Background: an optimization exercise with open tools, aiming at small area and a short achievable clock period. Do not read the settings as production practice. RTL that was checked went through simulation tests only; none was proved equivalent to the original. Function not checked in runs 4 to 6: the RTL went through the layout flow alone. Power and IR drop assume default switching activity.

==> flow/design.v <==
module main(
    input clk,
    input [19:0] data,
    output reg [7:0] result_Ra,
    output reg [7:0] result_Rb,
    output reg [7:0] result_Rc,
    output reg [7:0] result_Rd,
    output reg [15:0] result_bFloat,
    output reg SF,
    output reg ZF
    );
    reg [15:0] result_mul;
    wire [3:0] op = data[19:16];
    wire [7:0] f1 = data[15:8];
    wire [7:0] f2 = data[7:0];
    wire d_a = f1 == 8'h01, d_b = f1 == 8'h02, d_c = f1 == 8'h04, d_d = f1 == 8'h08;
    wire s_ok = f2 == 8'h01 || f2 == 8'h02 || f2 == 8'h04 || f2 == 8'h08;
    wire d_ok = d_a | d_b | d_c | d_d;
    wire same = f1 == f2;
    wire op_save = op == 4'b0001 || op == 4'b0010;
    wire op_sum  = op == 4'b0011 || op == 4'b0100;
    wire op_sub  = op == 4'b0101 || op == 4'b0110;
    wire op_reg  = op == 4'b0010 || op == 4'b0100 || op == 4'b0110;
    wire op_shr  = op == 4'b1011;
    wire op_shl  = op == 4'b1100;
    wire op_mul  = op == 4'b0111 || op == 4'b1000;
    wire op_bf   = op == 4'b1101;
    wire [7:0] opa = ({8{f1[0]}} & result_Ra) | ({8{f1[1]}} & result_Rb) |
                     ({8{f1[2]}} & result_Rc) | ({8{f1[3]}} & result_Rd);
    wire [7:0] srcv = ({8{f2[0]}} & result_Ra) | ({8{f2[1]}} & result_Rb) |
                      ({8{f2[2]}} & result_Rc) | ({8{f2[3]}} & result_Rd);
    wire [7:0] opb = op[0] ? f2 : srcv;
    wire keep = op_reg & (~s_ok | (same & ~(op == 4'b0100 & d_a)));
    wire [7:0] addsub = opa + (opb ^ {8{op_sub}}) + {7'd0, op_sub};
    wire big = f2[7:3] != 5'd0;
    wire [7:0] shr = big ? 8'd0 : (opa >> f2[2:0]);
    wire [7:0] shl = big ? 8'd0 : (opa << f2[2:0]);
    reg [7:0] alu;
    always @* begin
        if (keep) alu = opa;
        else if (op_save) alu = opb;
        else if (op_shr) alu = shr;
        else if (op_shl) alu = shl;
        else alu = addsub;
    end
    wire alu_wr = (op_save | op_sum | op_sub | op_shr | op_shl) & d_ok;
    wire mul_ld = op_mul & d_ok & (~op[3] | (s_ok & ~same));
    wire [15:0] mul_s, mul_c;
    wire [7:0] pp0 = opa & {8{opb[0]}};
    wire [7:0] pp1 = opa & {8{opb[1]}};
    wire [7:0] pp2 = opa & {8{opb[2]}};
    wire [7:0] pp3 = opa & {8{opb[3]}};
    wire [7:0] pp4 = opa & {8{opb[4]}};
    wire [7:0] pp5 = opa & {8{opb[5]}};
    wire [7:0] pp6 = opa & {8{opb[6]}};
    wire [7:0] pp7 = opa & {8{opb[7]}};
    wire mt1 = pp0[6] ^ pp1[5];
    wire mt2 = pp0[6] & pp1[5];
    wire mt3 = pp0[7] ^ pp1[6] ^ pp2[5];
    wire mt4 = (pp0[7] & pp1[6]) | (pp2[5] & (pp0[7] ^ pp1[6]));
    wire mt5 = pp3[4] ^ pp4[3];
    wire mt6 = pp3[4] & pp4[3];
    wire mt7 = pp1[7] ^ pp2[6] ^ pp3[5];
    wire mt8 = (pp1[7] & pp2[6]) | (pp3[5] & (pp1[7] ^ pp2[6]));
    wire mt9 = pp4[4] ^ pp5[3];
    wire mt10 = pp4[4] & pp5[3];
    wire mt11 = pp2[7] ^ pp3[6] ^ pp4[5];
    wire mt12 = (pp2[7] & pp3[6]) | (pp4[5] & (pp2[7] ^ pp3[6]));
    wire mt13 = pp0[4] ^ pp1[3];
    wire mt14 = pp0[4] & pp1[3];
    wire mt15 = pp0[5] ^ pp1[4] ^ pp2[3];
    wire mt16 = (pp0[5] & pp1[4]) | (pp2[3] & (pp0[5] ^ pp1[4]));
    wire mt17 = pp3[2] ^ pp4[1];
    wire mt18 = pp3[2] & pp4[1];
    wire mt19 = pp2[4] ^ pp3[3] ^ pp4[2];
    wire mt20 = (pp2[4] & pp3[3]) | (pp4[2] & (pp2[4] ^ pp3[3]));
    wire mt21 = pp5[1] ^ pp6[0] ^ mt1;
    wire mt22 = (pp5[1] & pp6[0]) | (mt1 & (pp5[1] ^ pp6[0]));
    wire mt23 = pp5[2] ^ pp6[1] ^ pp7[0];
    wire mt24 = (pp5[2] & pp6[1]) | (pp7[0] & (pp5[2] ^ pp6[1]));
    wire mt25 = mt3 ^ mt5 ^ mt2;
    wire mt26 = (mt3 & mt5) | (mt2 & (mt3 ^ mt5));
    wire mt27 = pp6[2] ^ pp7[1] ^ mt7;
    wire mt28 = (pp6[2] & pp7[1]) | (mt7 & (pp6[2] ^ pp7[1]));
    wire mt29 = mt9 ^ mt4 ^ mt6;
    wire mt30 = (mt9 & mt4) | (mt6 & (mt9 ^ mt4));
    wire mt31 = pp5[4] ^ pp6[3] ^ pp7[2];
    wire mt32 = (pp5[4] & pp6[3]) | (pp7[2] & (pp5[4] ^ pp6[3]));
    wire mt33 = mt11 ^ mt8 ^ mt10;
    wire mt34 = (mt11 & mt8) | (mt10 & (mt11 ^ mt8));
    wire mt35 = pp3[7] ^ pp4[6] ^ pp5[5];
    wire mt36 = (pp3[7] & pp4[6]) | (pp5[5] & (pp3[7] ^ pp4[6]));
    wire mt37 = pp6[4] ^ pp7[3] ^ mt12;
    wire mt38 = (pp6[4] & pp7[3]) | (mt12 & (pp6[4] ^ pp7[3]));
    wire mt39 = pp4[7] ^ pp5[6] ^ pp6[5];
    wire mt40 = (pp4[7] & pp5[6]) | (pp6[5] & (pp4[7] ^ pp5[6]));
    wire mt41 = pp0[3] ^ pp1[2];
    wire mt42 = pp0[3] & pp1[2];
    wire mt43 = pp2[2] ^ pp3[1] ^ pp4[0];
    wire mt44 = (pp2[2] & pp3[1]) | (pp4[0] & (pp2[2] ^ pp3[1]));
    wire mt45 = pp5[0] ^ mt15 ^ mt17;
    wire mt46 = (pp5[0] & mt15) | (mt17 & (pp5[0] ^ mt15));
    wire mt47 = mt19 ^ mt21 ^ mt16;
    wire mt48 = (mt19 & mt21) | (mt16 & (mt19 ^ mt21));
    wire mt49 = mt23 ^ mt25 ^ mt20;
    wire mt50 = (mt23 & mt25) | (mt20 & (mt23 ^ mt25));
    wire mt51 = mt27 ^ mt29 ^ mt24;
    wire mt52 = (mt27 & mt29) | (mt24 & (mt27 ^ mt29));
    wire mt53 = mt31 ^ mt33 ^ mt28;
    wire mt54 = (mt31 & mt33) | (mt28 & (mt31 ^ mt33));
    wire mt55 = mt35 ^ mt37 ^ mt32;
    wire mt56 = (mt35 & mt37) | (mt32 & (mt35 ^ mt37));
    wire mt57 = pp7[4] ^ mt39 ^ mt36;
    wire mt58 = (pp7[4] & mt39) | (mt36 & (pp7[4] ^ mt39));
    wire mt59 = pp5[7] ^ pp6[6] ^ pp7[5];
    wire mt60 = (pp5[7] & pp6[6]) | (pp7[5] & (pp5[7] ^ pp6[6]));
    wire mt61 = pp0[2] ^ pp1[1];
    wire mt62 = pp0[2] & pp1[1];
    wire mt63 = pp2[1] ^ pp3[0] ^ mt41;
    wire mt64 = (pp2[1] & pp3[0]) | (mt41 & (pp2[1] ^ pp3[0]));
    wire mt65 = mt13 ^ mt43 ^ mt42;
    wire mt66 = (mt13 & mt43) | (mt42 & (mt13 ^ mt43));
    wire mt67 = mt14 ^ mt45 ^ mt44;
    wire mt68 = (mt14 & mt45) | (mt44 & (mt14 ^ mt45));
    wire mt69 = mt18 ^ mt47 ^ mt46;
    wire mt70 = (mt18 & mt47) | (mt46 & (mt18 ^ mt47));
    wire mt71 = mt22 ^ mt49 ^ mt48;
    wire mt72 = (mt22 & mt49) | (mt48 & (mt22 ^ mt49));
    wire mt73 = mt26 ^ mt51 ^ mt50;
    wire mt74 = (mt26 & mt51) | (mt50 & (mt26 ^ mt51));
    wire mt75 = mt30 ^ mt53 ^ mt52;
    wire mt76 = (mt30 & mt53) | (mt52 & (mt30 ^ mt53));
    wire mt77 = mt34 ^ mt55 ^ mt54;
    wire mt78 = (mt34 & mt55) | (mt54 & (mt34 ^ mt55));
    wire mt79 = mt38 ^ mt57 ^ mt56;
    wire mt80 = (mt38 & mt57) | (mt56 & (mt38 ^ mt57));
    wire mt81 = mt40 ^ mt59 ^ mt58;
    wire mt82 = (mt40 & mt59) | (mt58 & (mt40 ^ mt59));
    wire mt83 = pp6[7] ^ pp7[6] ^ mt60;
    wire mt84 = (pp6[7] & pp7[6]) | (mt60 & (pp6[7] ^ pp7[6]));
    assign mul_s = {1'b0, pp7[7], mt83, mt81, mt79, mt77, mt75, mt73, mt71, mt69, mt67, mt65, mt63, pp2[0], pp0[1], pp0[0]};
    assign mul_c = {1'b0, mt84, mt82, mt80, mt78, mt76, mt74, mt72, mt70, mt68, mt66, mt64, mt62, mt61, pp1[0], 1'b0};
    wire [15:0] prod = mul_s + mul_c;
    wire pzero = mul_ld ? (opa == 8'd0 || opb == 8'd0) : (result_mul == 16'd0);
    wire ltA = f2 < 8'd10;
    wire ltB = f2 < 8'd100;
    reg [10:0] uA;                   
    always @* begin
        case (f2[3:0])
        4'd1: uA = 11'd204;
        4'd2: uA = 11'd409;
        4'd3: uA = 11'd614;
        4'd4: uA = 11'd819;
        4'd5: uA = 11'd1024;
        4'd6: uA = 11'd1228;
        4'd7: uA = 11'd1433;
        4'd8: uA = 11'd1638;
        4'd9: uA = 11'd1843;
        default: uA = 11'd0;
        endcase
    end
    wire [1:0] cB = f2[0] ? ((f2 > 8'd75) ? 2'd2 : (f2 > 8'd25) ? 2'd1 : 2'd0)
                          : ((f2 > 8'd50) ? 2'd2 : 2'd1);
    wire [10:0] uB = {f2[6:0], 4'd0} + {2'd0, f2[6:0], 2'd0} + {5'd0, f2[6:1]} - {9'd0, cB};
    wire t1 = f2 >= 8'd105, t2 = f2 >= 8'd125, t3 = f2 >= 8'd146, t4 = f2 >= 8'd167;
    wire t5 = f2 >= 8'd188, t6 = f2 >= 8'd209, t7 = f2 >= 8'd230, t8 = f2 >= 8'd250;
    wire [3:0] nC = {t8, t4 & ~t8, (t2 & ~t4) | (t6 & ~t8),
                     (t1 & ~t2) | (t3 & ~t4) | (t5 & ~t6) | (t7 & ~t8)};
    wire [10:0] uC = {2'd0, f2, 1'b0} + {7'd0, nC} + 11'd4;
    wire [10:0] u = ltA ? uA : ltB ? uB : uC;
    wire [6:0] bf_hi = u[10:4];      
    wire [1:0] zk = u[10] ? 2'd0 : u[9] ? 2'd1 : u[8] ? 2'd2 : 2'd3;
    wire [6:0] zm = u[10] ? u[9:3] : u[9] ? u[8:2] : u[8] ? u[7:1] : u[6:0];
    wire bs = f1[7];
    wire [7:0] mag = bs ? -f1 : f1;
    reg [2:0] e;
    always @* begin
        casez (mag)
        8'b1???????: e = 3'd7;
        8'b01??????: e = 3'd6;
        8'b001?????: e = 3'd5;
        8'b0001????: e = 3'd4;
        8'b00001???: e = 3'd3;
        8'b000001??: e = 3'd2;
        8'b0000001?: e = 3'd1;
        default:     e = 3'd0;
        endcase
    end
    wire [13:0] y = {mag[6:0], bf_hi};
    wire [13:0] ysh = y >> e;
    wire izero = f1 == 8'd0;
    wire bzero = izero & (f2 == 8'd0);
    wire [6:0] bman = bzero ? 7'd0 : izero ? zm : ysh[6:0];
    wire [7:0] bexp = bzero ? 8'd0 : izero ? (8'd126 - {6'd0, zk}) : (8'd127 + {5'd0, e});
    wire wa = op_mul | (alu_wr & d_a);
    wire wb = op_bf  | (alu_wr & d_b);
    wire wc = op_bf  | (alu_wr & d_c);
    wire wd = op_mul | (alu_wr & d_d);
    wire wf = op_mul | op_bf | alu_wr;
    wire [7:0] na0 = op_mul ? result_mul[7:0]  : alu;
    wire [7:0] nd0 = op_mul ? result_mul[15:8] : alu;
    wire sf0 = op_mul ? result_mul[15] : op_bf ? bs : alu[7];
    wire zf0 = op_mul ? pzero : op_bf ? bzero : (alu == 8'd0);
    always @(posedge clk) begin
        if (mul_ld) result_mul <= prod;
        if (wa) result_Ra <= mul_ld ? prod[7:0] : na0;
        if (wd) result_Rd <= mul_ld ? prod[15:8] : nd0;
        if (wb) result_Rb <= op_bf ? {bs, bman} : alu;
        if (wc) result_Rc <= op_bf ? bexp : alu;
        if (wf) begin
            SF <= mul_ld ? prod[15] : sf0;
            ZF <= zf0;
        end
        if (op_bf) result_bFloat <= {bs, bexp, bman};
    end
endmodule
==> flow/flow/run.sh <==
#!/bin/bash
# Own layout flow: the standard ORFS flow (standard.sh) with these changes:
#  - synthesis leaves the adders to ABC instead of extracting full/half adder cells,
#    and ABC runs its area script (ABC_AREA=1), which here also gives the shorter paths;
#  - the port buffers are buf_1 cells instead of the slow clkdlybuf4s50_1 (the resizer
#    then sizes them as it does any cell);
#  - repair_timing aims for 8.7 ns of setup slack, so it sizes up the critical paths.
set -euo pipefail
bash standard.sh ADDER_MAP_FILE= ABC_AREA=1 SETUP_SLACK_MARGIN=8.7 GPL_TIMING_DRIVEN=0 \
  "BUFFER_PORTS_ARGS=-buffer_cell sky130_fd_sc_hd__buf_1" finish > standard_flow.log 2>&1
==> flow/standard.sh <==
#!/bin/bash
# synth_recipe.tcl (not shown) runs the flow's synth.tcl, then flattens the netlist and writes it again
# the make line also repeats each setting of config.mk as NAME=value (left out here)
make -C /OpenROAD-flow-scripts/flow DESIGN_CONFIG=/design/flow/config.mk WORK_HOME=/design/flow/orfs CLKGATE_MAP_FILE= SYNTH_SCRIPT=/design/flow/synth_recipe.tcl "${@:-finish}"
==> flow/config.mk <==
export PLATFORM = sky130hd
export DESIGN_NAME = main
export DESIGN_NICKNAME = main
export VERILOG_FILES = /design/flow/design.v
export SDC_FILE = /design/flow/constraint.sdc
export NUM_CORES = 4
export LEC_CHECK = 0
export CAP_MARGIN = 20
export CORE_MARGIN = 2
export CORE_UTILIZATION = 40
export SLEW_MARGIN = 20
==> flow/constraint.sdc <==
create_clock -name core_clock -period 15.0 [get_ports {clk}]
set_input_delay 3.0000 -clock core_clock [delete_from_list [all_inputs] [get_ports {clk}]]
set_output_delay 3.0000 -clock core_clock [all_outputs]
set_load 0.01 [all_outputs]
==> implementation parameters, run 1 <==
Parameter                              Value

STA
  Min cycle time layout    5.97 ns
  Clock skew    0.00697 ns
  Maximum frequency from static timing analysis    between 150 and 200 MHz
  Max_slew headroom    0.452
  Setup repair after global routing missed its margin    false
  Least-Margin Pin Slew    0.817 ns
  Count of final hold-check violations    0
  Total Neg Setup Slack    0 ns
  Count of pins over their slew limit    0
  Finish-stage setup viols    0
  Final worst-path cycle share    0.398

Global routing
  Initial antenna violation count    0
  GRT Total Usage    0.264
  Gr ovfl total    0
  Vias in the first global route    9875
  Wire length of the first global-routing pass    51.5 mm
  Pin count of the biggest net entering global routing    24

Worst setup path
  Data required time of the critical path    15.08 ns
  Worst setup SP type    input pin
  Reg2Reg Launch Point    result_Rc[2]
  Register-to-Register Setup Slack    11.44 ns
  Category of the most critical setup path    in -> reg
  Reg-to-reg critical path endpoint    ZF
  Critical Path Sink Type    flop
  Worst setup path start    data[11]
  Crit path largest cell delay    roughly 0.26 ns
  Most numerous cell on the critical path    nand2_1
  Capturing instance or port of the critical path    result_Rd[6]
  Standard cell with the maximum stage delay on the critical path    buf_4
  Data arrival, critical path    around 6.1 ns
  CP Max Fanout    10
  Length in cells of the worst reg-to-reg path    23
  Worst-path cell chain    buf_1, buf_4, nand2_2, nand4_4, inv_2, nor2_1, nand2_1, nand2_1, nand2_1, nand3_1, a21boi_1, nand3b_1, nand2_1, or2_1, nand2_1, inv_2, nand2_1, inv_1, a21oi_1, nand4_1, nand3_1, nand2_1

Pwr
  Worst vdd rail ir drop    0.000120 V
  Power density normalized to cell area    109 mW/mm2
  Cell leakage power    roughly 5.2 nW

Finish
  Fillers    2473
  Post-layout nets    1706
  Most frequent cells in the layout    nand2_1 (566), inv_1 (163), nand3_1 (157), nor2_1 (125), o21ai_0 (69)
  Final instance count without filler cells    2003
  Leading cell type in the layout, fill and taps excluded    nand2_1
  Post-route standard cell area excluding fillers    0.0104 mm2
  Diodes inserted    0
  Signed area change from the synthesized netlist to the final layout    12.0%
  Share of layout cells above drive strength 1    0.130

CTS
  Depth of the CTS H-tree    3
  Clock sink total    64
  Maximum buffer depth of the clock tree    2
  Total CTS buffers    9
  Clock-pin slew on the worst setup and hold paths    about 0.06 ns
  TritonCTS clock tree    yes
  Hold_buf cts    0
  Cell chosen for the clock root    clkbuf_16
  Clock insertion delay at the later pin of the skew report    0.33 ns

Floorplan
  Cell row count    55
  Die height    157 um
  Initial Util    0.409
  Core Footprint    0.0228 mm2
  Die width    157 um
  Die ar.    0.0245 mm2
  # IOs    71

Route
  Number of DRC violations after detailed routing    0
  Total wirelength of the detailed-routed design    about 32 mm
  Via total after detailed routing    10755
  Post-detailed-route count of antenna-violating nets    0
  Detail-routed net length per standard cell    16.0 um
  First-pass detailed-route iteration total    6
  Average vias per placed instance    5.37
  Iter 0 DRT Violations    approximately 1000

Hold path
  Class of the tightest hold or removal check    reg -> reg
  Hold Path Origin    result_mul[12]

Yosys
  Gate count after technology mapping    1600
  Top flip-flop cell by instance count after synthesis    edfxtp_1
  Mapped Avg Cell Area    5.83 um2
  Sequential area share after synthesis    0.206
  Warning count from the yosys run    1
  Number of enable flip-flop cells after synthesis    64
  Register bit count reported by yosys    64
  Post-synth design cell area    0.00932 mm2
  FFs w/ async S/R, synth    0
  Count of unique library cells instantiated by Yosys    55
  Synthesized net count    1621

Place
  Global placer's final weighted congestion    0.976
  Area of placed instances    about 0.01 mm2
  Count of port buffers added during placement    slightly below 70
  Number of placed cells counting well taps    1982
  DP Wirelength    roughly 26 mm

Job
  Max-cap viol count    0

Run status
  Run status  timing/DRC/antenna clean
==> cell families after synthesis <==
group	synth area share
buffers and inverters	0.114
multiplexers	0.00322
flip-flops	0.206
AND/OR/NAND/NOR	0.492
XOR/XNOR	0.0403
AO/OA/AOI/OAI	0.145
==> state kept, by name, indices dropped and copies added (netlist names) <==
name and flops:
result_Rd 8, result_Rb 8, result_mul 16, result_bFloat 14, result_Ra 8, result_Rc 8
ZF 1, SF 1
==> critical path, delay by kind of cell <==
family	cells	cell delay, ns
AOI/OAI and AO/OA	2	0.38
buffers and inverters	5	0.73
and+or+nand+nor	15	1.92
==> per-stage QoR <==
step                hold slack [ns]  power, mW   util  setup WS (ns)
floorplan                     0.586      0.745      -           9.47
global placement              0.634      0.897  0.438           8.51
detailed placement            0.631      0.906  0.438           8.48
CTS                           0.642       1.13  0.452           8.82
global route                  0.738       1.25  0.458           8.70
finish                        0.643       1.14  0.458           9.03
==> where the power goes <==
group          internal [mW]  total (mW)  switching (mW)  leakage [nW]
combinational          0.219       0.690           0.470          4.44
clock                  0.145       0.223          0.0775         0.149
sequential             0.225       0.230         0.00521         0.584
==> cells in the mapped netlist (all sizes together) (3+ instances only) <==
cell type | n | area, um2
or2 | 13 | 81.3
a22oi | 4 | 30.0
nor3 | 17 | 90.1
a21oi | 66 | 368
inv | 206 | 776
xor2 | 25 | 226
o211ai | 8 | 60.1
buf | 31 | 244
nand4 | 33 | 300
a31oi | 12 | 75.1
edfxtp | 64 | 1920
nor2 | 150 | 628
nand3b | 9 | 96.3
a21boi | 12 | 90.1
nand3 | 171 | 926
nor4 | 7 | 43.8
a211oi | 3 | 22.5
nand2 | 608 | 2400
and2 | 3 | 18.8
o22ai | 8 | 50.1
o21ai | 103 | 515
clkbuf | 10 | 37.5
o31ai | 6 | 55.1
xnor2 | 17 | 149
mux2i | 3 | 30.0
==> metal layers <==
metal | track usage | vias up | wire (um)
met1 | 0.348 | 4862 | 13800
met3 | 0.0335 | 73 | 2200
met4 | 0.0673 | 0 | 924
li1 | - | 5405 | -
met2 | 0.457 | 415 | 15100
met5 | 0 | - | 0
==> final cells by class <==
| cell class | count | area (um2) | area share |
|---|---|---|---|
| Buffer | 41 | 293 | 0.0281 |
| Clock buffer | 9 | 225 | 0.0216 |
| Clock inverter | 7 | 96.3 | 0.00923 |
| Inverter | 208 | 783 | 0.0750 |
| Multi-Input combinational cell | 1287 | 6420 | 0.615 |
| Sequential cell | 64 | 1920 | 0.184 |
| Tap cell | 313 | 392 | 0.0375 |
| Timing Repair Buffer | 74 | 305 | 0.0292 |
==> worst min path at each step <==
stage	end	cells past startpoint	slack (ns)
2_1_floorplan	result_Rd[4]	2	0.59
3_3_place_gp	result_Rd[4]	2	0.63
3_5_place_dp	result_Rd[4]	2	0.63
4_1_cts	result_Rd[4]	2	0.64
5_1_grt	result_Rd[4]	2	0.74
6_report	result_Rd[4]	2	0.64
==> repair_timing <==
| action | CTS | global route |
|---|---|---|
| setup endpoints to repair | 0 | 31 |
| buffers inserted | 0 | 5 |
| gates resized for setup | 0 | 32 |
==> run 2: changes to the inputs <==
--- a/flow/flow/run.sh
+++ b/flow/flow/run.sh
@@ -7,4 +7,4 @@
 #  - repair_timing aims for 8.7 ns of setup slack, so it sizes up the critical paths.
 set -euo pipefail
-bash standard.sh ADDER_MAP_FILE= ABC_AREA=1 SETUP_SLACK_MARGIN=8.7 GPL_TIMING_DRIVEN=0 \
+bash standard.sh ADDER_MAP_FILE= ABC_AREA=1 SETUP_SLACK_MARGIN=8.7 CTS_BUF_LIST=sky130_fd_sc_hd__clkbuf_4 \
   "BUFFER_PORTS_ARGS=-buffer_cell sky130_fd_sc_hd__buf_1" finish > standard_flow.log 2>&1
==> run 2 against run 1 <==
Clock skew up 0.013 ns. Power down 10%. Sequential cell count did not move. Largest cell class unchanged. Maximum frequency shrank 0.31%. Area after synthesis stayed put.
==> implementation parameters, run 2 <==
Parameter                              Value

Yosys
  Area share of the largest cell type after synthesis    0.229
  Gate count after technology mapping    1600
  Synthesized net count    approximately 1600
  Register bit count reported by yosys    between 60 and 70
  FFs w/ async S/R, synth    0
  Warning count from the yosys run    1
  Mapped Avg Cell Area    slightly below 6 um2
  Dominant cell type by area after synthesis    nand2_1
  Biggest area contributors in the synthesized netlist    nand2_1 (23%), edfxtp_1 (21%), nand3_1 (8.4%)
  Cell with the most instances after synthesis    nand2_1
  Number of enable flip-flop cells after synthesis    between 60 and 70
  Ranking of synthesized cells by instance count    nand2_1 (568), inv_1 (164), nand3_1 (157), nor2_1 (128), o21ai_0 (75)
  Top flip-flop cell by instance count after synthesis    edfxtp_1
  Post-synth design cell area    about 0.0093 mm2
  Count of unique library cells instantiated by Yosys    between 50 and 60
  Sequential area share after synthesis    0.206

Route
  Average vias per placed instance    5.38
  Iter 0 DRT Violations    948
  Met3 WL    1.53 mm
  Total wirelength of the detailed-routed design    32.1 mm
  First-pass detailed-route iteration total    5
  Via total after detailed routing    10619
  Top layer reached by signal wires    met4
  Number of DRC violations after detailed routing    0
  Detailed route wirelength on metal2    15.4 mm
  Total routed wire length on the met1 layer    14.4 mm
  Detail-routed net length per standard cell    ~16 um
  Post-detailed-route count of antenna-violating nets    0

Finish
  Share of layout cells above drive strength 1    0.119
  Sequential cell area    0.00192 mm2
  Max FFs per register    16
  Register bank with the most flops    result_mul
  Leading cell type in the layout, fill and taps excluded    nand2_1
  Fillers    2557
  Most frequent cells in the layout    nand2_1 (565), inv_1 (161), nand3_1 (157), nor2_1 (127), o21ai_0 (74)
  Post-route standard cell area excluding fillers    0.0100 mm2
  Area occupied by multi-input gates    0.00638 mm2
  Regs by FF count    result_mul (16), result_bFloat (14)
  Signed area change from the synthesized netlist to the final layout    7.76%
  Post-layout nets    1677

CTS
  Depth of the CTS H-tree    3
  Total CTS buffers    9
  TritonCTS clock tree    yes
  Clock insertion delay at the later pin of the skew report    0.42 ns
  Clock-pin slew on the worst setup and hold paths    0.10 ns
  Clock sink total    64
  Cell chosen for the clock root    clkbuf_4
  Maximum buffer depth of the clock tree    2

Floorplan
  Initial Util    0.409
  Die ar.    0.0245 mm2
  Die height    about 160 um
  Core Footprint    0.0228 mm2
  Cell row count    55
  Die width    between 150 and 200 um
  # IOs    71

Pwr
  Sequential share of power    0.225
  Cell Int Power    0.487 mW
  Gate power share    0.663
  Power density normalized to cell area    between 100 and 150 mW/mm2
  Net switching power of the design    0.536 mW
  Overall power after layout    1.02 mW
  Power share of the clock group    0.113
  Cell leakage power    between 4 and 5 nW
  Worst vdd rail ir drop    approximately 0.00014 V
  Switching share of total power    0.524

Worst setup path
  CP Max Fanout    21
  Category of the most critical setup path    in -> reg
  Crit path largest cell delay    0.25 ns
  Most numerous cell on the critical path    nand2_1
  Worst setup SP type    input pin
  Critical Path Sink Type    flop
  Standard cell with the maximum stage delay on the critical path    buf_6
  Data arrival, critical path    6.17 ns
  Data required time of the critical path    15.18 ns

STA
  Max_slew headroom    0.460
  Clock skew    0.0201 ns
  Min cycle time layout    5.99 ns
  Count of final hold-check violations    0
  Final worst-path cycle share    0.399
  Least-Margin Pin Slew    about 0.8 ns
  Count of pins over their slew limit    0
  Finish-stage setup viols    0
  Maximum frequency from static timing analysis    between 150 and 200 MHz
  Worst path setup slack after routing    ~9 ns
  Total Neg Setup Slack    0 ns
  Setup repair after global routing missed its margin    true

Global routing
  GRT Total Usage    0.262
  Wire length of the first global-routing pass    51.3 mm
  Gr ovfl total    0
  Vias in the first global route    9743
  Pin count of the biggest net entering global routing    30
  Initial antenna violation count    1

Hold path
  Class of the tightest hold or removal check    reg -> reg

Place
  Count of port buffers added during placement    70
  Area of placed instances    0.00977 mm2
  DP Wirelength    between 20 and 30 mm
  Worst Setup Slack post-DPL    8.05 ns
  Global placer's final weighted congestion    between 0.9 and 1

Job
  Max-cap viol count    0

Run status
  Run status  timing/DRC/antenna clean
## run 2: power groups by stage
stage	clock (mW)	combinational, mW	sequential (mW)
2_1_floorplan	0	0.511	0.234
3_3_place_gp	0	0.659	0.234
3_5_place_dp	0	0.666	0.234
4_1_cts	0.116	0.669	0.230
5_1_grt	0.124	0.765	0.230
6_report	0.115	0.678	0.230
## run 2: kinds of logic after synthesis
family | count (synthesis) | share of synthesized area
XOR/XNOR | 42 | 0.0403
flip-flops | 64 | 0.206
AO/OA/AOI/OAI | 231 | 0.145
buffers and inverters | 249 | 0.114
multiplexers | 3 | 0.00322
AND/OR/NAND/NOR | 1011 | 0.492
## run 2: timing repair
item                                    CTS  global route
setup buffers                             4             3
endpoints found under the setup margin   16            44
pin swaps                                 0             2
hold endpoints to repair                  0             0
resized for setup                         7            24
hold buffers                              0             0
## run 2: final timing paths
| check | start | slack [ns] | cells after the start | endpoint |
|---|---|---|---|---|
| worst max-delay path | data[1] | 9.01 | 26 | result_Rb[5] |
| worst min register to register | result_mul[10] | 0.67 | 2 | result_Rd[2] |
| worst min-delay path | result_mul[10] | 0.67 | 2 | result_Rd[2] |
| worst max register to register | result_Rd[3] | 11.39 | 21 | result_Rd[7] |
## run 2: worst max-delay path, delay by kind of cell
| kind | cells | cell delay [ns] |
|---|---|---|
| AO/OA/AOI/OAI | 4 | 0.66 |
| buffers and inverters | 4 | 0.72 |
| AND/OR/NAND/NOR | 18 | 1.80 |
## run 2: stage by stage
stage	utilization	instances	hold slack (ns)
after floorplan	-	1600	0.586
after global placement	0.429	1951	0.658
after detailed placement	0.429	1951	0.651
after CTS	0.437	1971	0.674
after global routing	0.441	1975	0.734
final	0.441	1975	0.666
## run 2: cell type report
class / instances / area share
Sequential cell: 64 / 0.191
Clock inverter: 6 / 0.00598
Multi-Input combinational cell: 1287 / 0.635
Inverter: 208 / 0.0793
Clock buffer: 10 / 0.00747
Tap cell: 313 / 0.0390
Timing Repair Buffer: 86 / 0.0415
Antenna cell: 1 / 0.000249
## run 2: metal layers
metal	GRT usage	up-vias
li1	-	5365
met4	0.0673	0
met1	0.349	4900
met2	0.454	299
met3	0.0260	55
met5	0	-
==> run 3: changes to the inputs <==
--- a/flow/flow/run.sh
+++ b/flow/flow/run.sh
@@ -7,4 +7,4 @@
 #  - repair_timing aims for 8.7 ns of setup slack, so it sizes up the critical paths.
 set -euo pipefail
-bash standard.sh ADDER_MAP_FILE= ABC_AREA=1 SETUP_SLACK_MARGIN=8.7 CTS_BUF_LIST=sky130_fd_sc_hd__clkbuf_4 \
+bash standard.sh ADDER_MAP_FILE= ABC_AREA=1 SETUP_SLACK_MARGIN=8.7 CTS_BUF_LIST=sky130_fd_sc_hd__clkbuf_8 CTS_CLUSTER_SIZE=32 \
   "BUFFER_PORTS_ARGS=-buffer_cell sky130_fd_sc_hd__buf_1" finish > standard_flow.log 2>&1
==> run 3 against run 2 <==
Still clean. Non-clock buffer count increased by 6. Via count increased by 0.40%. Area after synthesis unchanged. Largest power group unchanged. Highest routed layer unchanged.
==> implementation parameters, run 3 <==
Parameter                              Value

Run status
  Run status  timing/DRC/antenna clean

Yosys
  Synthesized net count    1621
  Biggest area contributors in the synthesized netlist    nand2_1 (23%), edfxtp_1 (21%), nand3_1 (8.4%)
  Mapped Avg Cell Area    5.83 um2
  Dominant cell type by area after synthesis    nand2_1
  Gate count after technology mapping    1600
  Ranking of synthesized cells by instance count    nand2_1 (568), inv_1 (164), nand3_1 (157), nor2_1 (128), o21ai_0 (75)
  Cell with the most instances after synthesis    nand2_1
  Sequential area share after synthesis    0.206
  Area share of the largest cell type after synthesis    0.229
  Post-synth design cell area    0.00932 mm2
  FFs w/ async S/R, synth    0
  Number of enable flip-flop cells after synthesis    64
  Top flip-flop cell by instance count after synthesis    edfxtp_1
  Warning count from the yosys run    1
  Count of unique library cells instantiated by Yosys    55
  Register bit count reported by yosys    64

CTS
  Clock insertion delay at the later pin of the skew report    0.35 ns
  TritonCTS clock tree    yes
  Hold_buf cts    0
  Clock sink total    64
  Total CTS buffers    9
  Depth of the CTS H-tree    3
  Cell chosen for the clock root    clkbuf_8
  Clock-pin slew on the worst setup and hold paths    0.07 ns
  Maximum buffer depth of the clock tree    2

STA
  Finish-stage setup viols    0
  Total Neg Setup Slack    0 ns
  Count of final hold-check violations    0
  Count of pins over their slew limit    0
  Worst path setup slack after routing    ~9.0 ns
  Min cycle time layout    6.05 ns
  Max_slew headroom    0.467
  Maximum frequency from static timing analysis    165 MHz
  Clock skew    0.0125 ns
  Final worst-path cycle share    0.403
  Least-Margin Pin Slew    0.795 ns
  Setup repair after global routing missed its margin    false

Hold path
  Class of the tightest hold or removal check    reg -> reg
  Hold Path Origin    result_mul[10]

Worst setup path
  CP Max Fanout    21
  Crit path largest cell delay    0.23 ns
  Data required time of the critical path    15.10 ns
  Crit path buffers/inverters    4
  Worst setup SP type    input pin
  Worst setup path start    data[1]
  Total stage count of the critical path    26
  Most numerous cell on the critical path    nand2_1
  Reg2Reg Launch Point    result_Rd[3]
  Capturing instance or port of the critical path    result_Rb[4]
  Top cell family by delay on the critical path    simple AND/OR/NAND/NOR gates
  Standard cell with the maximum stage delay on the critical path    o31ai_2
  Reg-to-reg critical path endpoint    result_Rd[6]
  Critical Path Sink Type    flop
  Category of the most critical setup path    in -> reg
  Data arrival, critical path    about 6.2 ns
  Length in cells of the worst reg-to-reg path    22
  Register-to-Register Setup Slack    ~11 ns

Floorplan
  Initial Util    0.409
  Cell row count    55
  Die height    157 um
  Core Footprint    around 0.023 mm2
  # IOs    71
  Die ar.    0.0245 mm2
  Die width    157 um

Route
  Post-detailed-route count of antenna-violating nets    0
  Average vias per placed instance    5.38
  Iter 0 DRT Violations    1082
  Number of DRC violations after detailed routing    0
  Total wirelength of the detailed-routed design    32.3 mm
  Via total after detailed routing    10662
  Detail-routed net length per standard cell    16.3 um
  First-pass detailed-route iteration total    7

Global routing
  Pin count of the biggest net entering global routing    30
  Initial antenna violation count    0
  GRT Total Usage    0.263
  Gr ovfl total    0
  Vias in the first global route    9738
  Wire length of the first global-routing pass    51.4 mm

Job
  Max-cap viol count    0

Finish
  Register bank with the most flops    result_mul
  Share of the core filled with cells    0.448
  Share of layout cells above drive strength 1    0.126
  Post-layout nets    1683
  Leading cell type in the layout, fill and taps excluded    nand2_1
  Signed area change from the synthesized netlist to the final layout    9.56%
  Max FFs per register    16
  Most frequent cells in the layout    nand2_1 (562), inv_1 (161), nand3_1 (157), nor2_1 (127), o21ai_0 (74)
  Diodes inserted    0
  Regs by FF count    result_mul (16), result_bFloat (14)

Place
  Worst Setup Slack post-DPL    8.05 ns
  DP Wirelength    25.8 mm
  Count of port buffers added during placement    70
  Global placer's final weighted congestion    0.965

Pwr
  Overall power after layout    1.06 mW
  Worst vdd rail ir drop    0.000137 V
  Power density normalized to cell area    103 mW/mm2
  Cell leakage power    5.05 nW
==> run 3: worst register-to-register path, stage by stage, from the launching register on <==
cell and delay (ns):
edfxtp_1 0.47, o21ai_0 0.33, nand2_4 0.20, inv_1 0.20, nor2_2 0.09, a21oi_2 0.16
nand3_1 0.12, nand3_1 0.16, nand2_1 0.08, nand2_2 0.08, nand3_2 0.09, nand2_1 0.08
nand3_1 0.12, nand2_2 0.15, nand2_1 0.07, nand2_1 0.19, nand3_1 0.13, nor2_1 0.17
nand3_1 0.12, nand3_1 0.10, nand2_1 0.06, nand3_1 0.08, nand2_1 0.06
==> run 3: how the worst min path moves through the flow <==
stage / cells after the start / to
floorplan: 2 / result_Rd[4]
global placement: 4 / result_Ra[4]
detailed placement: 2 / result_Rd[2]
CTS: 2 / result_Rd[2]
global route: 2 / result_Rd[0]
finish: 2 / result_Rd[2]
==> run 3: cells by family after synthesis <==
family	Yosys count	synth area share
mux	3	0.00322
compound gates	231	0.145
xor+xnor	42	0.0403
flops	64	0.206
buf+inv	249	0.114
simple gates	1011	0.492
==> run 3: stage by stage <==
stage          hold WS, ns  cells  instance area, um2
3_3_place_gp         0.658   1951                9770
6_report             0.656   1980               10200
2_1_floorplan        0.586   1600                9320
5_1_grt              0.726   1980               10200
4_1_cts              0.666   1971               10000
3_5_place_dp         0.651   1951                9770
==> run 3: layout make-up <==
type / count / area (um2)
flip-flops and latches: 64 / 1920
well taps: 313 / 392
repair buffers: 92 / 507
clock inverters: 7 / 63.8
multi-input cells: 1287 / 6400
clock buffers: 9 / 124
fillers: 2542 / 12600
inverters: 208 / 803
==> run 3: metal layers <==
metal  part of all wire  GRT usage  routed length (um)
met1               0.44      0.353               14300
met2               0.48      0.451               15500
met3              0.054     0.0258                1760
met4              0.025     0.0695                 823
met5                  0          0                   0
==> run 3: power breakdown <==
part	switching, mW	internal (mW)
Sequential	0.00545	0.225
Clock	0.0658	0.0751
Combinational	0.471	0.214
Total	0.542	0.514
==> run 3: repair_timing <==
action / CTS / global route
setup endpoints to repair: 28 / 46
gates resized for setup: 11 / 40
setup buffers: 4 / 8
pin swaps: 0 / 4
gates cloned: 0 / 1
==> run 4: changes to the inputs <==
--- a/flow/design.v
+++ b/flow/design.v
@@ -201,5 +201,17 @@
     wire [7:0] nd0 = op_mul ? result_mul[15:8] : alu;
     wire sf0 = op_mul ? result_mul[15] : op_bf ? bs : alu[7];
-    wire zf0 = op_mul ? pzero : op_bf ? bzero : (alu == 8'd0);
+    wire zsum = (opa ^ opb) == {opa[6:0] | opb[6:0], 1'b0};
+    wire zshr = big | ((opa >> f2[2:0]) == 8'd0);
+    wire zshl = big | ((opa << f2[2:0]) == 8'd0);
+    reg zalu;
+    always @* begin
+        if (keep) zalu = opa == 8'd0;
+        else if (op_save) zalu = opb == 8'd0;
+        else if (op_shr) zalu = zshr;
+        else if (op_shl) zalu = zshl;
+        else if (op_sub) zalu = opa == opb;
+        else zalu = zsum;
+    end
+    wire zf0 = op_mul ? pzero : op_bf ? bzero : zalu;
     always @(posedge clk) begin
         if (mul_ld) result_mul <= prod;
--- a/flow/flow/run.sh
+++ b/flow/flow/run.sh
@@ -7,4 +7,4 @@
 #  - repair_timing aims for 8.7 ns of setup slack, so it sizes up the critical paths.
 set -euo pipefail
-bash standard.sh ADDER_MAP_FILE= ABC_AREA=1 SETUP_SLACK_MARGIN=8.7 CTS_BUF_LIST=sky130_fd_sc_hd__clkbuf_8 CTS_CLUSTER_SIZE=32 \
+bash standard.sh ADDER_MAP_FILE= ABC_AREA=1 SETUP_SLACK_MARGIN=8.7 \
   "BUFFER_PORTS_ARGS=-buffer_cell sky130_fd_sc_hd__buf_1" finish > standard_flow.log 2>&1
==> run 4 against run 3 <==
Still clean on timing, DRC and antenna. Clock skew shrank 0.0045 ns. Global-route usage grew 0.17 points. Combinational power grew 3.6%. Register-to-register slack lost 0.08 ns. Die area grew 4.3%. Power grew 10%. Critical path depth shrank 5. Critical path type unchanged. Critical endpoint is now result_Rd[6]. Largest power group unchanged.
==> implementation parameters, run 4 <==
Parameter                              Value

Finish
  Leading cell type in the layout, fill and taps excluded    nand2_1
  Share of layout cells above drive strength 1    0.146
  Regs by FF count    result_mul (16), result_bFloat (14)
  Most frequent cells in the layout    nand2_1 (581), inv_1 (172), nand3_1 (134), nor2_1 (104), o21ai_0 (81)
  Area occupied by multi-input gates    just under 0.007 mm2
  Share of the core filled with cells    0.451
  Sequential cell area    0.00192 mm2
  Fillers    2663
  Signed area change from the synthesized netlist to the final layout    11.6%
  Max FFs per register    16
  Register bank with the most flops    result_mul
  Post-route standard cell area excluding fillers    0.0109 mm2
  Post-layout nets    1728

CTS
  Total CTS buffers    9
  Clock insertion delay at the later pin of the skew report    0.34 ns
  Clock sink total    64
  Cell chosen for the clock root    clkbuf_16
  Depth of the CTS H-tree    3
  TritonCTS clock tree    yes
  Clock-pin slew on the worst setup and hold paths    approximately 0.050 ns
  Maximum buffer depth of the clock tree    2

Yosys
  Synthesized net count    1663
  Area share of the largest cell type after synthesis    0.226
  Top flip-flop cell by instance count after synthesis    edfxtp_1
  Post-synth design cell area    0.00974 mm2
  Number of enable flip-flop cells after synthesis    64
  Sequential area share after synthesis    0.197
  Warning count from the yosys run    1
  FFs w/ async S/R, synth    0
  Cell with the most instances after synthesis    nand2_1
  Count of unique library cells instantiated by Yosys    64
  Mapped Avg Cell Area    5.93 um2
  Dominant cell type by area after synthesis    nand2_1
  Gate count after technology mapping    1642
  Register bit count reported by yosys    64
  Ranking of synthesized cells by instance count    nand2_1 (587), inv_1 (176), nand3_1 (135), nor2_1 (110), o21ai_0 (87)
  Biggest area contributors in the synthesized netlist    nand2_1 (23%), edfxtp_1 (20%), nand3_1 (6.9%)

Floorplan
  Core Footprint    between 0.02 and 0.025 mm2
  Die ar.    0.0256 mm2
  Cell row count    57
  # IOs    71
  Die width    160 um
  Die height    160 um
  Initial Util    0.404

STA
  Total Neg Setup Slack    0 ns
  Count of pins over their slew limit    0
  Least-Margin Pin Slew    slightly above 0.9 ns
  Setup repair after global routing missed its margin    true
  Min cycle time layout    between 6 and 7 ns
  Maximum frequency from static timing analysis    166 MHz
  Count of final hold-check violations    0
  Clock skew    0.00797 ns
  Finish-stage setup viols    0
  Final worst-path cycle share    0.403
  Max_slew headroom    0.382

Worst setup path
  Worst-path cell chain    buf_2, clkinvlp_4, nand2_2, nand2_4, o22ai_1, nand3_1, nand3_1, nand3b_2, nand2_1, nand3_1, nand2_1, or2_1, nand2_1, nor2_2, clkinv_1, nor2_1, nand3_1, nand3_1, nand2_1, nand3_1, nand2_1
  Worst setup SP type    input pin
  Standard cell with the maximum stage delay on the critical path    clkinvlp_4
  Length in cells of the worst reg-to-reg path    25
  Data required time of the critical path    15.09 ns
  CP Max Fanout    12
  Data arrival, critical path    6.13 ns
  Most numerous cell on the critical path    nand3_1
  Category of the most critical setup path    in -> reg
  Crit path largest cell delay    0.29 ns
  Critical Path Sink Type    flop

Pwr
  Worst vdd rail ir drop    around 0.00009 V
  Cell leakage power    roughly 5.3 nW
  Power density normalized to cell area    107 mW/mm2

Route
  Via total after detailed routing    between 10000 and 15000
  Iter 0 DRT Violations    1040
  First-pass detailed-route iteration total    7
  Detail-routed net length per standard cell    17.2 um
  Post-detailed-route count of antenna-violating nets    0
  Number of DRC violations after detailed routing    0
  Average vias per placed instance    about 5.4
  Total wirelength of the detailed-routed design    35.1 mm

Place
  Count of port buffers added during placement    70
  DP Wirelength    27.3 mm
  Area of placed instances    0.0101 mm2
  Global placer's final weighted congestion    0.940

Hold path
  Class of the tightest hold or removal check    reg -> reg
  Number of cells traversed by the worst hold path    2

Global routing
  Pin count of the biggest net entering global routing    28
  GRT Total Usage    0.265
  Vias in the first global route    about 10000
  Wire length of the first global-routing pass    54.3 mm
  Gr ovfl total    0
  Initial antenna violation count    1

Job
  Max-cap viol count    0

Run status
  Run status  timing/DRC/antenna clean
==> run 4: cell types whose count changed after synthesis, sizes merged, moves of 6 or more <==
cell	change
nand3	-10
a21oi	-13
xnor2	-9
o21ai	+16
nor2	-10
nand4	-7
o22ai	+9
nand2	+27
nor4	+8
buf	+6
xor2	+14
==> run 4: layout make-up <==
| type | instances | area share |
|---|---|---|
| Timing Repair Buffer | 104 | 0.0563 |
| Multi-Input combinational cell | 1322 | 0.626 |
| Sequential cell | 64 | 0.177 |
| Tap cell | 324 | 0.0373 |
| Clock inverter | 7 | 0.00886 |
| Antenna cell | 1 | 0.000230 |
| Clock buffer | 9 | 0.0207 |
| Inverter | 206 | 0.0740 |
==> run 4: metrics by stage <==
step	hold slack [ns]	setup slack [ns]	total power, mW	instances
CTS	0.666	8.66	1.14	2016
finish	0.670	8.96	1.16	2037
detailed placement	0.649	7.67	0.911	1996
floorplan	0.592	9.42	0.763	1642
global placement	0.648	7.61	0.903	1995
global route	0.712	8.66	1.26	2037
==> run 4: critical path: cells and delay by family <==
kind                   cells  cell delay [ns]
buffers and inverters      3             0.63
AOI/OAI and AO/OA          1             0.23
and+or+nand+nor           17             2.28
==> run 4: worst paths after layout <==
kind / start / endpoint / slack, ns
worst max-delay path: data[4] / result_Rd[6] / 8.96
worst min-delay path: result_mul[3] / result_Ra[3] / 0.67
worst max register to register: result_Rd[5] / result_Rd[3] / 11.38
worst min register to register: result_mul[3] / result_Ra[3] / 0.67
==> run 4: what timing repair did <==
action | 4_1_cts | 5_1_grt
hold buffers | 0 | 0
cloned | 0 | 3
pin swaps | 1 | 8
endpoints found under the setup margin | 36 | 41
buffers inserted | 4 | 17
gates resized for setup | 13 | 56
hold endpoints to repair | 0 | 0
==> run 4: cells by family after synthesis <==
group | synth area share
multiplexers | 0.00206
AO/OA/AOI/OAI | 0.155
buffers and inverters | 0.117
AND/OR/NAND/NOR | 0.485
XOR/XNOR | 0.0438
flip-flops | 0.197
==> run 4: metal layers <==
metal  global-route usage  up-vias  routed length (um)
li1                     -     5526                   -
met1                0.338     5055               14700
met2                0.454      421               16700
met3               0.0304       79                2330
met4                0.109        0                1400
met5                    0        -                   0
==> run 4: power breakdown <==
part	total [mW]	switching, mW	internal, mW
logic	0.710	0.480	0.230
clock network	0.223	0.0783	0.145
registers	0.231	0.00586	0.226
total	1.16	0.564	0.601
==> run 5: changes to the inputs <==
--- a/flow/design.v
+++ b/flow/design.v
@@ -170,6 +170,16 @@
     wire [10:0] u = ltA ? uA : ltB ? uB : uC;
     wire [6:0] bf_hi = u[10:4];      
-    wire [1:0] zk = u[10] ? 2'd0 : u[9] ? 2'd1 : u[8] ? 2'd2 : 2'd3;
-    wire [6:0] zm = u[10] ? u[9:3] : u[9] ? u[8:2] : u[8] ? u[7:1] : u[6:0];
+    wire [1:0] zk = ltA ? ((f2[3:0] == 4'd1) ? 2'd3 : (f2[3:0] == 4'd2) ? 2'd2 : (f2[3:0] < 4'd5) ? 2'd1 : 2'd0)
+                  : ltB ? ((f2 < 8'd13) ? 2'd3 : (f2 < 8'd25) ? 2'd2 : (f2 < 8'd50) ? 2'd1 : 2'd0)
+                  : ((f2 < 8'd125) ? 2'd3 : (f2 < 8'd250) ? 2'd2 : 2'd1);
+    reg [6:0] zm;
+    always @* begin
+        case (zk)
+        2'd0: zm = u[9:3];
+        2'd1: zm = u[8:2];
+        2'd2: zm = u[7:1];
+        default: zm = u[6:0];
+        endcase
+    end
     wire bs = f1[7];
     wire [7:0] mag = bs ? -f1 : f1;
@@ -201,17 +211,5 @@
     wire [7:0] nd0 = op_mul ? result_mul[15:8] : alu;
     wire sf0 = op_mul ? result_mul[15] : op_bf ? bs : alu[7];
-    wire zsum = (opa ^ opb) == {opa[6:0] | opb[6:0], 1'b0};
-    wire zshr = big | ((opa >> f2[2:0]) == 8'd0);
-    wire zshl = big | ((opa << f2[2:0]) == 8'd0);
-    reg zalu;
-    always @* begin
-        if (keep) zalu = opa == 8'd0;
-        else if (op_save) zalu = opb == 8'd0;
-        else if (op_shr) zalu = zshr;
-        else if (op_shl) zalu = zshl;
-        else if (op_sub) zalu = opa == opb;
-        else zalu = zsum;
-    end
-    wire zf0 = op_mul ? pzero : op_bf ? bzero : zalu;
+    wire zf0 = op_mul ? pzero : op_bf ? bzero : (alu == 8'd0);
     always @(posedge clk) begin
         if (mul_ld) result_mul <= prod;
==> run 5 against run 4 <==
Highest routed layer unchanged. Critical path depth is 3 higher. Power is 3.2% lower. Cell area is 4.0% lower. Hold slack worse by 0.018 ns. Synthesized cell count is 3.3% lower. Maximum frequency hardly changed. Via count is 3.4% lower. Combinational power is 7.3% lower. Sequential cell count stayed put.
==> implementation parameters, run 5 <==
Parameter                              Value

Pwr
  Power share of the clock group    0.211
  Overall power after layout    between 1 and 1.5 mW
  Cell leakage power    5.17 nW
  Sequential share of power    0.205
  Power density normalized to cell area    108 mW/mm2
  Gate power share    0.584
  Worst vdd rail ir drop    ~0.000096 V
  Cell Int Power    0.601 mW
  Switching share of total power    0.467
  Net switching power of the design    0.526 mW

CTS
  Clock sink total    64
  Total CTS buffers    9
  TritonCTS clock tree    yes
  Cell chosen for the clock root    clkbuf_16
  Depth of the CTS H-tree    3
  Clock-pin slew on the worst setup and hold paths    0.05 ns
  Maximum buffer depth of the clock tree    2
  Clock insertion delay at the later pin of the skew report    0.34 ns
  Hold_buf cts    0

Worst setup path
  Crit path largest cell delay    0.25 ns
  Worst setup SP type    input pin
  Most numerous cell on the critical path    nand2_1
  Standard cell with the maximum stage delay on the critical path    nand4_2
  Data arrival, critical path    about 6 ns
  Category of the most critical setup path    in -> reg
  CP Max Fanout    12
  Worst setup path start    data[1]
  Data required time of the critical path    15.10 ns
  Reg2Reg Launch Point    result_Rb[5]
  Top cell family by delay on the critical path    simple AND/OR/NAND/NOR gates
  Critical Path Sink Type    flop
  Crit path buffers/inverters    5
  Worst-path cell chain    clkbuf_2, buf_12, a21oi_1, nand4_2, nand2_4, buf_4, nor2_1, nand2_1, nand4_1, nand3_1, nand3_1, nand3_1, nand3_2, nand2_1, nand3_1, nand2_1, inv_2, nand2_1, inv_2, nand2_1, nand2_2, nand2_1, nand3_1, and2_1

Finish
  Share of layout cells above drive strength 1    0.132
  Diodes inserted    0
  Leading cell type in the layout, fill and taps excluded    nand2_1
  Register bank with the most flops    result_mul
  Max FFs per register    16
  Post-route standard cell area excluding fillers    0.0104 mm2
  Share of the core filled with cells    0.475
  Post-layout nets    around 1700
  Most frequent cells in the layout    nand2_1 (558), inv_1 (169), nand3_1 (153), nor2_1 (126), o21ai_0 (78)
  Signed area change from the synthesized netlist to the final layout    15.7%
  Regs by FF count    result_mul (16), result_bFloat (14)

Yosys
  Dominant cell type by area after synthesis    nand2_1
  Sequential area share after synthesis    0.213
  Register bit count reported by yosys    between 60 and 70
  Number of enable flip-flop cells after synthesis    64
  Top flip-flop cell by instance count after synthesis    edfxtp_1
  Synthesized net count    1608
  FFs w/ async S/R, synth    0
  Post-synth design cell area    0.00902 mm2
  Warning count from the yosys run    1
  Cell with the most instances after synthesis    nand2_1
  Count of unique library cells instantiated by Yosys    56
  Area share of the largest cell type after synthesis    0.239
  Gate count after technology mapping    1587
  Mapped Avg Cell Area    5.68 um2
  Ranking of synthesized cells by instance count    nand2_1 (574), inv_1 (174), nand3_1 (164), nor2_1 (138), o21ai_0 (84)
  Biggest area contributors in the synthesized netlist    nand2_1 (24%), edfxtp_1 (21%), nand3_1 (9.1%)

Global routing
  Vias in the first global route    9786
  Gr ovfl total    0
  Pin count of the biggest net entering global routing    32
  Wire length of the first global-routing pass    roughly 50 mm
  Initial antenna violation count    0
  GRT Total Usage    0.263

Floorplan
  Die height    154 um
  Die ar.    0.0238 mm2
  # IOs    71
  Die width    between 150 and 200 um
  Cell row count    54
  Core Footprint    0.0220 mm2
  Initial Util    0.411

Route
  Average vias per placed instance    5.48
  Number of DRC violations after detailed routing    0
  First-pass detailed-route iteration total    6
  Total wirelength of the detailed-routed design    32.1 mm
  Iter 0 DRT Violations    874
  Via total after detailed routing    10706
  Post-detailed-route count of antenna-violating nets    0
  Detail-routed net length per standard cell    16.4 um

Hold path
  Class of the tightest hold or removal check    reg -> reg
  Hold Path Origin    result_mul[9]

STA
  Count of pins over their slew limit    0
  Count of final hold-check violations    0
  Final worst-path cycle share    0.402
  Finish-stage setup viols    0
  Least-Margin Pin Slew    0.931 ns
  Min cycle time layout    6.04 ns
  Max_slew headroom    0.372
  Maximum frequency from static timing analysis    166 MHz
  Clock skew    0.00413 ns
  Setup repair after global routing missed its margin    true
  Total Neg Setup Slack    0 ns

Place
  Area of placed instances    0.00945 mm2
  Global placer's final weighted congestion    0.953
  DP Wirelength    ~25 mm
  Count of port buffers added during placement    70

Job
  Max-cap viol count    0

Run status
  Run status  timing/DRC/antenna clean
run 5: changes by cell type in the layout (fill, tap and decap cells not counted), moves of 7 or more:
cell     previous run  this run
o21ai_1            34        27
buf_4              27        36
nor2_1            104       126
nor3_1             16         9
nand2_2            46        19
inv_2              21        30
nand2_1           581       558
nand3_1           134       153
nand3_2            27        19
run 5: through the flow:
stage	hold slack [ns]	std cells	setup slack, ns
after floorplan	0.586	1587	9.32
final	0.653	1953	8.96
after detailed placement	0.637	1902	8.12
after global routing	0.682	1953	8.63
after global placement	0.620	1902	8.10
after CTS	0.648	1926	8.73
run 5: routing by layer:
metal,wire (um),GRT usage,vias up,share of wire
met1,13600,0.337,4833,0.42
met4,1180,0.107,0,0.037
met3,2250,0.0366,90,0.070
met5,0,0,-,0
met2,15000,0.445,439,0.47
li1,-,-,5344,-
run 5: layout make-up:
class	count	area (um2)
multi-input cells	1266	6270
fillers	2385	11500
inverters	212	832
clock inverters	6	108
repair buffers	115	724
flip-flops and latches	64	1920
well taps	280	350
clock buffers	10	229
run 5: worst reg2reg max path: cells and delay by family (launching register included):
kind,cells,cell delay (ns)
buffers and inverters,3,0.22
and+or+nand+nor,18,2.42
AOI/OAI and AO/OA,1,0.24
DFF,1,0.48
run 5: timing repair:
action / CTS / global route
gates resized for setup: 14 / 89
pin swaps: 3 / 12
gates cloned: 0 / 2
hold endpoints to repair: 0 / 0
setup buffers: 8 / 25
endpoints found under the setup margin: 31 / 53
run 5: kinds of logic (layout without fill, tap and decap cells):
kind of cell	Yosys count	after routing	share of synthesized area
AO/OA/AOI/OAI	233	233	0.148
AND/OR/NAND/NOR	987	987	0.475
buffers and inverters	257	343	0.118
XOR/XNOR	45	45	0.0445
multiplexers	1	1	0.00111
flip-flops	64	64	0.213
run 5: power groups by stage:
| stage | Clock (mW) | Combinational, mW | Sequential (mW) |
|---|---|---|---|
| floorplan | 0 | 0.469 | 0.235 |
| global placement | 0 | 0.608 | 0.235 |
| detailed placement | 0 | 0.611 | 0.234 |
| CTS | 0.240 | 0.618 | 0.231 |
| global route | 0.246 | 0.749 | 0.231 |
| finish | 0.238 | 0.658 | 0.231 |
run 5: path summary, 6_finish.rpt:
path,endpoint,slack [ns],cells past startpoint
worst max-delay path,result_mul[11],8.96,24
worst max register to register,result_mul[11],11.41,22
worst min register to register,result_Rd[1],0.65,2
worst min-delay path,result_Rd[1],0.65,2
==> run 6: changes to the inputs <==
==> flow/flow/run.sh (replaced) <==
#!/bin/bash
# Own layout flow: the standard ORFS flow (standard.sh) with these changes:
#  - synthesis leaves the adders to ABC instead of extracting full/half adder cells, and
#    ABC maps with flow/abc_map.script (area-recovering mapping under a delay target).
#    Only the ABC step differs from synth_recipe.tcl: the registers are mapped before it.
#  - the port buffers are buf_1 cells instead of the slow clkdlybuf4s50_1 (the resizer
#    then sizes them as it does any cell);
#  - repair_timing aims for 8.7 ns of setup slack, so it sizes up the critical paths.
set -euo pipefail
W=$PWD
mkdir -p "$W/own"
sed "s#^  log_cmd abc {\*}\$abc_args#  log_cmd abc -script $W/flow/abc_map.script {*}[lrange \$abc_args 2 end]#" \
  "$FLOW_HOME/scripts/synth.tcl" > "$W/own/synth_own.tcl"
grep -q "abc_map.script" "$W/own/synth_own.tcl"
sed "s#source \$::env(SCRIPTS_DIR)/synth.tcl#source $W/own/synth_own.tcl#" \
  "$W/synth_recipe.tcl" > "$W/own/synth_recipe_own.tcl"
grep -q "synth_own.tcl" "$W/own/synth_recipe_own.tcl"
bash standard.sh SYNTH_SCRIPT="$W/own/synth_recipe_own.tcl" ADDER_MAP_FILE= ABC_AREA=1 SETUP_SLACK_MARGIN=8.7 \
  "BUFFER_PORTS_ARGS=-buffer_cell sky130_fd_sc_hd__buf_1" finish > standard_flow.log 2>&1
==> flow/flow/abc_map.script (new file) <==
strash
balance
rewrite
refactor
balance
rewrite
rewrite -z
balance
refactor -z
rewrite -z
balance
dch -f
map -B 0.9
topo
stime -c
buffer -c
upsize -c
dnsize -c
==> run 6 against run 5 <==
Power fell by 5.8%. Setup slack got worse by 0.023 ns. Clock skew rose by 0.00069 ns. Sequential power barely moved. Synthesized cell count rose by 1.1%. Maximum frequency fell by 0.38%. Clock power fell by 22%. Sequential cell count did not move. Critical path depth fell by 1. Die area rose by 3.2%. Global-route usage fell by 0.63 points. Combinational power fell by 2%. Critical endpoint is now result_Rd[6]. Largest power group unchanged.
==> implementation parameters, run 6 <==
Parameter                              Value

Run status
  Run status  timing/DRC/antenna clean

Finish
  Most frequent cells in the layout    nand2_1 (583), inv_1 (189), nand3_1 (140), nor2_1 (136), o21ai_0 (67)
  Signed area change from the synthesized netlist to the final layout    11.1%
  Max FFs per register    16
  Sequential cell area    0.00192 mm2
  Leading cell type in the layout, fill and taps excluded    nand2_1
  Register bank with the most flops    result_mul
  Regs by FF count    result_mul (16), result_bFloat (14)
  Area occupied by multi-input gates    0.00638 mm2
  Post-layout nets    1688
  Fillers    between 2000 and 2500
  Share of layout cells above drive strength 1    0.121

Floorplan
  Die height    157 um
  Cell row count    55
  # IOs    71
  Die ar.    0.0245 mm2
  Core Footprint    0.0228 mm2
  Die width    157 um
  Initial Util    0.409

Pwr
  Power density normalized to cell area    103 mW/mm2
  Net switching power of the design    approximately 0.52 mW
  Overall power after layout    1.06 mW
  Sequential share of power    0.217
  Cell leakage power    5.26 nW
  Gate power share    0.608
  Power share of the clock group    0.174
  Switching share of total power    0.491
  Cell Int Power    0.540 mW
  Worst vdd rail ir drop    0.000138 V

Yosys
  Warning count from the yosys run    1
  Cell with the most instances after synthesis    nand2_1
  Synthesized net count    roughly 1600
  Post-synth design cell area    just over 0.009 mm2
  Count of unique library cells instantiated by Yosys    62
  Dominant cell type by area after synthesis    nand2_1
  Register bit count reported by yosys    between 60 and 70
  Mapped Avg Cell Area    5.81 um2
  FFs w/ async S/R, synth    0
  Gate count after technology mapping    1604
  Ranking of synthesized cells by instance count    nand2_1 (593), inv_1 (191), nand3_1 (142), nor2_1 (140), o21ai_0 (73)
  Sequential area share after synthesis    0.206
  Number of enable flip-flop cells after synthesis    64
  Top flip-flop cell by instance count after synthesis    edfxtp_1
  Area share of the largest cell type after synthesis    0.239
  Biggest area contributors in the synthesized netlist    nand2_1 (24%), edfxtp_1 (21%), inv_1 (7.7%)

Worst setup path
  Critical Path Sink Type    flop
  Category of the most critical setup path    in -> reg
  Worst setup SP type    input pin
  CP Max Fanout    12
  Data required time of the critical path    15.09 ns
  Data arrival, critical path    6.15 ns

STA
  Count of pins over their slew limit    0
  Finish-stage setup viols    0
  Maximum frequency from static timing analysis    165 MHz
  Least-Margin Pin Slew    roughly 1.0 ns
  Min cycle time layout    6.06 ns
  Final worst-path cycle share    0.404
  Max_slew headroom    0.320
  Count of final hold-check violations    0
  Total Neg Setup Slack    0 ns
  Clock skew    0.00483 ns
  Setup repair after global routing missed its margin    true

Global routing
  GRT Total Usage    0.257
  Pin count of the biggest net entering global routing    30
  Vias in the first global route    9414
  Wire length of the first global-routing pass    50.0 mm
  Initial antenna violation count    1
  Gr ovfl total    0

Route
  Number of DRC violations after detailed routing    0
  Average vias per placed instance    5.39
  First-pass detailed-route iteration total    8
  Iter 0 DRT Violations    1097
  Detail-routed net length per standard cell    between 15 and 20 um
  Post-detailed-route count of antenna-violating nets    0
  Via total after detailed routing    10709
  Total wirelength of the detailed-routed design    32.2 mm

Place
  Global placer's final weighted congestion    between 0.9 and 1
  Count of port buffers added during placement    70
  DP Wirelength    between 20 and 30 mm

CTS
  Clock-pin slew on the worst setup and hold paths    0.06 ns
  Clock insertion delay at the later pin of the skew report    0.33 ns
  Maximum buffer depth of the clock tree    2
  Depth of the CTS H-tree    3
  Total CTS buffers    9
  TritonCTS clock tree    yes
  Cell chosen for the clock root    clkbuf_16
  Clock sink total    64

Hold path
  Class of the tightest hold or removal check    reg -> reg

Job
  Max-cap viol count    0
## run 6: worst paths after layout
| path | end | cells past startpoint | slack (ns) | start |
|---|---|---|---|---|
| setup / recovery | result_Rd[6] | 23 | 8.94 | data[5] |
| hold / removal | result_Rd[2] | 2 | 0.60 | result_mul[10] |
| setup reg to reg | result_Rd[6] | 23 | 11.41 | result_Rb[6] |
| hold reg to reg | result_Rd[2] | 2 | 0.60 | result_mul[10] |
## run 6: kinds of logic after synthesis
logic type / after synthesis / synth area share
xor+xnor: 29 / 0.0281
buf+inv: 263 / 0.127
compound gates: 236 / 0.152
simple gates: 1012 / 0.487
flops: 64 / 0.206
## run 6: per-layer routing
metal  GRT usage  wire [um]  vias to the layer above  share of wire
li1            -          -                     5358              -
met1       0.345      13700                     4814           0.43
met2       0.431      15000                      468           0.47
met3      0.0404       2530                       69          0.078
met4      0.0629        937                        0          0.029
met5           0          0                        -              0
## run 6: power groups by stage
stage	clock network, mW	registers, mW	logic [mW]
floorplan	0	0.235	0.482
global placement	0	0.234	0.610
detailed placement	0	0.234	0.618
CTS	0.186	0.230	0.623
global route	0.196	0.231	0.731
finish	0.185	0.231	0.646
## run 6: critical path, cell delays in order
cell and delay (ns):
buf_2 0.26, clkinvlp_4 0.30, nand2_2 0.23, nand2_8 0.12, nor2_2 0.14, nand2_2 0.09, nand2_1 0.07, o21ai_0 0.16
nand2_1 0.11, nand2_1 0.09, nand2_1 0.06, nand2_1 0.07, nand3_1 0.14, nand3b_1 0.24, nand3_1 0.23, nand2_2 0.12
nor2_1 0.13, nor3b_2 0.18, nand2_1 0.09, nand3_1 0.09, nand3_1 0.09, nand2_1 0.09, inv_1 0.04
## run 6: timing repair
| item | CTS | global route |
|---|---|---|
| pin swaps | 2 | 8 |
| cloned | 0 | 2 |
| endpoints found under the setup margin | 24 | 43 |
| gates resized for setup | 8 | 61 |
| hold endpoints to repair | 0 | 0 |
| setup buffers | 5 | 17 |
| hold buffers | 0 | 0 |
## run 6: stage by stage
| step | utilization | hold WS (ns) | area, um2 | cells | setup slack, ns |
|---|---|---|---|---|---|
| final | 0.454 | 0.598 | 10300 | 1986 | 8.94 |
| after global placement | 0.425 | 0.581 | 9670 | 1945 | 8.24 |
| after floorplan | - | 0.549 | 9320 | 1604 | 9.47 |
| after detailed placement | 0.425 | 0.585 | 9670 | 1945 | 8.16 |
| after global routing | 0.454 | 0.638 | 10300 | 1985 | 8.63 |
| after CTS | 0.439 | 0.599 | 10000 | 1966 | 8.70 |
## run 6: final cells by class
type / instances / share of cell area
Multi-Input combinational cell: 1278 / 0.616
Antenna cell: 1 / 0.000242
Clock buffer: 9 / 0.0218
Clock inverter: 7 / 0.00375
Timing Repair Buffer: 99 / 0.0539
Inverter: 215 / 0.0808
Tap cell: 313 / 0.0378
Sequential cell: 64 / 0.186

## re-timing with driven ports
Ports are ideal in the flow. The routed layouts listed here were re-timed in OpenROAD.
Step 1: set_driving_cell puts a clkbuf_16 on clk and a buf_2 on each other input, an assumption about the parent block.
Step 2, shift: input delay + t, output delay - t, t = (earliest + latest rising clock arrival at the registers) / 2. This alone moves slack from input paths to output paths.
Slacks: no drivers / after step 1 / after step 2; pairs: no drivers / after step 1.
run | shift t [ns] | setup slack, ns | pins driven straight from the clock port
run 1 | 0.363 | 9.028 / 9.040 / 8.677 | 1
run 2 | 0.444 | 9.010 / 8.976 / 8.532 | 1
run 3 | 0.371 | 8.952 / 8.920 / 8.549 | 1
run 4 | 0.374 | 8.960 / 8.962 / 8.587 | 1
run 5 | 0.375 | 8.965 / 8.977 / 8.602 | 1
run 6 | 0.364 | 8.942 / 8.962 / 8.597 | 1
After both steps every run listed still meets setup and hold. The setup slack of run 2, which loses most, moves by -0.034 ns with the drivers and by -0.478 ns with both steps.
